Background: an optimization exercise with open tools, aiming at small area, a short achievable clock period and few clock cycles per item. Do not read the settings as production practice. Power is estimated from default activity; no workload was simulated.

north:
==> module magma_enc, before the edit <==
module magma_enc(
    input  clk,
    input  rst,
    input  start,
    input  [255:0] key,
    input  [63:0] block_in,
    output ready,
    output reg valid,
    output [31:0] data,
    output [31:0] data_out
);
localparam [511:0] SB0 = 512'h1f307d8e9b5a264cf0db74e1c5a93286069c471edaf2853bb9e35a076f4d128cc24be390d618a5f70e34187bac296fd573ad0b4fc19652e82bc96af43850de71;
localparam [511:0] SB1 = 512'hc1f307d8e9b5a2646f0db74e1c5a9328b069c471edaf2853cb9e35a076f4d1287c24be390d618a5f50e34187bac296fd873ad0b4fc19652e12bc96af43850de7;
localparam [511:0] SB4 = 512'h264c1f307d8e9b5a3286f0db74e1c5a9853b069c471edaf2128cb9e35a076f4da5f7c24be390d6186fd50e34187bac2952e873ad0b4fc196de712bc96af43850;
localparam [511:0] SB5 = 512'ha264c1f307d8e9b593286f0db74e1c5a2853b069c471edafd128cb9e35a076f48a5f7c24be390d6196fd50e34187bac2652e873ad0b4fc190de712bc96af4385;
reg [31:0] kr0, kr1, kr2, kr3, kr4, kr5, kr6, kr7;
reg [31:0] rk;
reg [31:0] a1, a0;
reg [4:0]  cnt;
reg        busy;
assign ready = !busy;
assign data_out = a0;
assign data     = a1;
wire [7:0]  gen, prop;
wire [31:0] t0, t1;
genvar n;
generate
    for (n = 0; n < 8; n = n + 1) begin : nib
        wire [3:0] x = a0[4*n+3:4*n];
        wire [3:0] k = rk[4*n+3:4*n];
        wire [3:0] gg = x & k;
        wire [3:0] tt = x | k;
        wire [3:0] pp = x ^ k;
        wire [3:0] v;
        assign v[0] = pp[0];
        assign v[1] = pp[1] ^ gg[0];
        assign v[2] = pp[2];
        assign v[3] = pp[3] ^ gg[2];
        wire lc = gg[1] | tt[1] & x[0] & k[0];
        assign gen[n]  = gg[3] | tt[3] & gg[2] | tt[3] & tt[2] & gg[1] | tt[3] & tt[2] & tt[1] & gg[0];
        assign prop[n] = gg[3] | tt[3] & gg[2] | tt[3] & tt[2] & gg[1] | tt[3] & tt[2] & tt[1] & tt[0];
        wire [63:0] r0 = SB0[64*(7-n) +: 64];
        wire [63:0] r1 = SB1[64*(7-n) +: 64];
        wire [63:0] r4 = SB4[64*(7-n) +: 64];
        wire [63:0] r5 = SB5[64*(7-n) +: 64];
        assign t0[4*n+3:4*n] = lc ? r4[4*v +: 4] : r0[4*v +: 4];
        assign t1[4*n+3:4*n] = lc ? r5[4*v +: 4] : r1[4*v +: 4];
    end
endgenerate
wire [7:0] cin;
assign cin[0] = 1'b0;
generate
    for (n = 1; n < 8; n = n + 1) begin : cy
        wire [n-1:0] term;
        genvar j;
        for (j = 0; j < n; j = j + 1) begin : tm
            if (j == n - 1) begin : last
                assign term[j] = gen[j];
            end else begin : mid
                assign term[j] = gen[j] & (&prop[n-1:j+1]);
            end
        end
        assign cin[n] = |term;
    end
endgenerate
wire [31:0] a1r = {a1[10:0], a1[31:11]};
wire [31:0] blr = {block_in[10:0], block_in[31:11]};
wire [31:0] v0 = busy ? (a1r ^ t0) : blr;
wire [31:0] v1 = busy ? (a1r ^ t1) : blr;
wire [31:0] sbx;
generate
    for (n = 0; n < 8; n = n + 1) begin : sel
        assign sbx[4*n+3:4*n] = cin[n] ? v1[4*n+3:4*n] : v0[4*n+3:4*n];
    end
endgenerate
wire [31:0] a0_next = {sbx[20:0], sbx[31:21]};
reg [31:0] rk_next;
always @(*) begin
    if (cnt < 5'd23)
        rk_next = kr1;
    else
        case (cnt[1:0])
            2'd3: rk_next = kr0;    
            2'd0: rk_next = kr6;    
            2'd1: rk_next = kr4;    
            default: rk_next = kr2;  
        endcase
end
always @(posedge clk) begin
    if (!busy) begin
        kr0 <= key[255:224];
        kr1 <= key[223:192];
        kr2 <= key[191:160];
        kr3 <= key[159:128];
        kr4 <= key[127:96];
        kr5 <= key[95:64];
        kr6 <= key[63:32];
        kr7 <= key[31:0];
        rk  <= key[255:224];
        a1  <= block_in[63:32];
        cnt <= 5'd0;
    end else begin
        kr0 <= kr1;
        kr1 <= kr2;
        kr2 <= kr3;
        kr3 <= kr4;
        kr4 <= kr5;
        kr5 <= kr6;
        kr6 <= kr7;
        kr7 <= kr0;
        rk  <= rk_next;
        a1  <= a0;
        cnt <= cnt + 5'd1;
    end
end
always @(posedge clk) begin
    a0 <= a0_next;
end
always @(posedge clk) begin
    if (rst) begin
        busy  <= 1'b0;
        valid <= 1'b0;
    end else begin
        valid <= busy && (cnt == 5'd31);
        if (!busy)
            busy <= start;
        else if (cnt == 5'd31)
            busy <= 1'b0;
    end
end
endmodule
==> flow/config.mk <==
export PLATFORM = sky130hd
export DESIGN_NAME = magma_enc
export DESIGN_NICKNAME = magma_enc
export VERILOG_FILES = /design/flow/design.v
export SDC_FILE = /design/flow/constraint.sdc
export NUM_CORES = 4
export LEC_CHECK = 0
export ABC_AREA = 1
export CAP_MARGIN = 20
export CORE_MARGIN = 2
export CORE_UTILIZATION = 55
export CTS_CLUSTER_DIAMETER = 100
export CTS_CLUSTER_SIZE = 24
export PLACE_DENSITY = 0.7
export SETUP_SLACK_MARGIN = 3.65
export SLEW_MARGIN = 20
==> flow/constraint.sdc <==
create_clock -name core_clock -period 6.0 [get_ports {clk}]
set_input_delay 1.2000 -clock core_clock [delete_from_list [all_inputs] [get_ports {clk}]]
set_output_delay 1.2000 -clock core_clock [all_outputs]
set_load 0.01 [all_outputs]
standard.sh (not shown) runs the stock make flow with config.mk's settings and CLKGATE_MAP_FILE= SYNTH_SCRIPT=/design/flow/synth_recipe.tcl, a recipe that flattens the netlist after the stock synthesis.
==> flow/flow/run.sh <==
#!/bin/bash
cp standard.sh standard_sh.txt
export BUFFER_PORTS_ARGS="-buffer_cell sky130_fd_sc_hd__buf_1"
bash standard.sh > standard.log 2>&1
Relative to north, the following input files were edited for south:
==> flow/design.v <==
module magma_enc(
    input  clk,
    input  rst,
    input  start,
    input  [255:0] key,
    input  [63:0] block_in,
    output ready,
    output reg valid,
    output [31:0] data,
    output [31:0] data_out
);
localparam [511:0] SB0 = 512'h1f307d8e9b5a264cf0db74e1c5a93286069c471edaf2853bb9e35a076f4d128cc24be390d618a5f70e34187bac296fd573ad0b4fc19652e82bc96af43850de71;
localparam [511:0] SB1 = 512'hc1f307d8e9b5a2646f0db74e1c5a9328b069c471edaf2853cb9e35a076f4d1287c24be390d618a5f50e34187bac296fd873ad0b4fc19652e12bc96af43850de7;
reg [31:0] kr0, kr1, kr2, kr3, kr4, kr5, kr6, kr7;
reg [31:0] rk;
reg [31:0] a1, a0;
reg [4:0]  cnt;
reg        busy;
assign ready = !busy;
assign data_out = a0;
assign data     = a1;
wire [7:0]  gen, prop;
wire [31:0] t0, t1;
genvar n;
generate
    for (n = 0; n < 8; n = n + 1) begin : nib
        wire [3:0] x = a0[4*n+3:4*n];
        wire [3:0] k = rk[4*n+3:4*n];
        wire [3:0] gg = x & k;
        wire [3:0] tt = x | k;
        wire [3:0] pp = x ^ k;
        wire [3:0] s = x + k;
        assign gen[n]  = gg[3] | tt[3] & gg[2] | tt[3] & tt[2] & gg[1] | tt[3] & tt[2] & tt[1] & gg[0];
        assign prop[n] = gg[3] | tt[3] & gg[2] | tt[3] & tt[2] & gg[1] | tt[3] & tt[2] & tt[1] & tt[0];
        wire [63:0] row  = SB0[64*(7-n) +: 64];
        wire [63:0] row1 = SB1[64*(7-n) +: 64];
        assign t0[4*n+3:4*n] = row[4*s +: 4];
        assign t1[4*n+3:4*n] = row1[4*s +: 4];
    end
endgenerate
wire [7:0] cin;
assign cin[0] = 1'b0;
generate
    for (n = 1; n < 8; n = n + 1) begin : cy
        wire [n-1:0] term;
        genvar j;
        for (j = 0; j < n; j = j + 1) begin : tm
            if (j == n - 1) begin : last
                assign term[j] = gen[j];
            end else begin : mid
                assign term[j] = gen[j] & (&prop[n-1:j+1]);
            end
        end
        assign cin[n] = |term;
    end
endgenerate
wire [31:0] a1r = {a1[10:0], a1[31:11]};
wire [31:0] blr = {block_in[10:0], block_in[31:11]};
wire [31:0] v0 = busy ? (a1r ^ t0) : blr;
wire [31:0] v1 = busy ? (a1r ^ t1) : blr;
wire [31:0] sbx;
generate
    for (n = 0; n < 8; n = n + 1) begin : sel
        assign sbx[4*n+3:4*n] = cin[n] ? v1[4*n+3:4*n] : v0[4*n+3:4*n];
    end
endgenerate
wire [31:0] a0_next = {sbx[20:0], sbx[31:21]};
reg [31:0] rk_next;
always @(*) begin
    if (cnt < 5'd23)
        rk_next = kr1;
    else
        case (cnt[1:0])
            2'd3: rk_next = kr0;    
            2'd0: rk_next = kr6;    
            2'd1: rk_next = kr4;    
            default: rk_next = kr2;  
        endcase
end
always @(posedge clk) begin
    if (!busy) begin
        kr0 <= key[255:224];
        kr1 <= key[223:192];
        kr2 <= key[191:160];
        kr3 <= key[159:128];
        kr4 <= key[127:96];
        kr5 <= key[95:64];
        kr6 <= key[63:32];
        kr7 <= key[31:0];
        rk  <= key[255:224];
        a1  <= block_in[63:32];
        cnt <= 5'd0;
    end else begin
        kr0 <= kr1;
        kr1 <= kr2;
        kr2 <= kr3;
        kr3 <= kr4;
        kr4 <= kr5;
        kr5 <= kr6;
        kr6 <= kr7;
        kr7 <= kr0;
        rk  <= rk_next;
        a1  <= a0;
        cnt <= cnt + 5'd1;
    end
end
always @(posedge clk) begin
    a0 <= a0_next;
end
always @(posedge clk) begin
    if (rst) begin
        busy  <= 1'b0;
        valid <= 1'b0;
    end else begin
        valid <= busy && (cnt == 5'd31);
        if (!busy)
            busy <= start;
        else if (cnt == 5'd31)
            busy <= 1'b0;
    end
end
endmodule
Notes after the runs:
south | stages: all done | timing, DRC, antenna: all pass. Against north, south comes in 3.4 points higher on sequential group share of total power. On starting utilization of the core area: south sits below north. Going from north to south, number of rows created at floorplan now smaller; power now smaller; net count reported at finish now smaller; non-clock buffer count now smaller. The wire length of south falls short of that of north by 9.8%. Between south and north, the via count normalized by instance count is higher for north. Sort south and north by worst setup slack asc -> top: south. Maximum single-stage delay on the critical path in south is 0.06 ns above north. Diff north -> south: sequential power has remained practically unchanged, slew at the pin with the worst max-slew slack has decreased.
No run of this note included a check of the RTL's function; only the layout flow was run.

## what the ideal ports hide
The results above use ideal ports. As a check the final layouts listed here were re-extracted and re-timed, cells and wires unchanged.
Step 1 sets driving cells, clkbuf_16 on the clock port and buf_2 on the other inputs (assumed; they add their load-dependent delay and slew).
Step 2 adds t to the input delays and takes it off the output delays; t is the mean of the earliest and latest rising clock arrival at the registers after step 1. Input paths then give back, and output paths get back, about the clock's delay inside the block.
a / b / c = no drivers / after step 1 / after step 2; a / b = the first two.
run	shift t [ns]	setup WS [ns]	worst register clock-pin slew, ns
north	0.579	3.678 / 3.624 / 3.743	0.10 / 0.10
south	0.579	3.533 / 3.480 / 3.747	0.10 / 0.10
After both steps setup and hold are still met in every run listed.
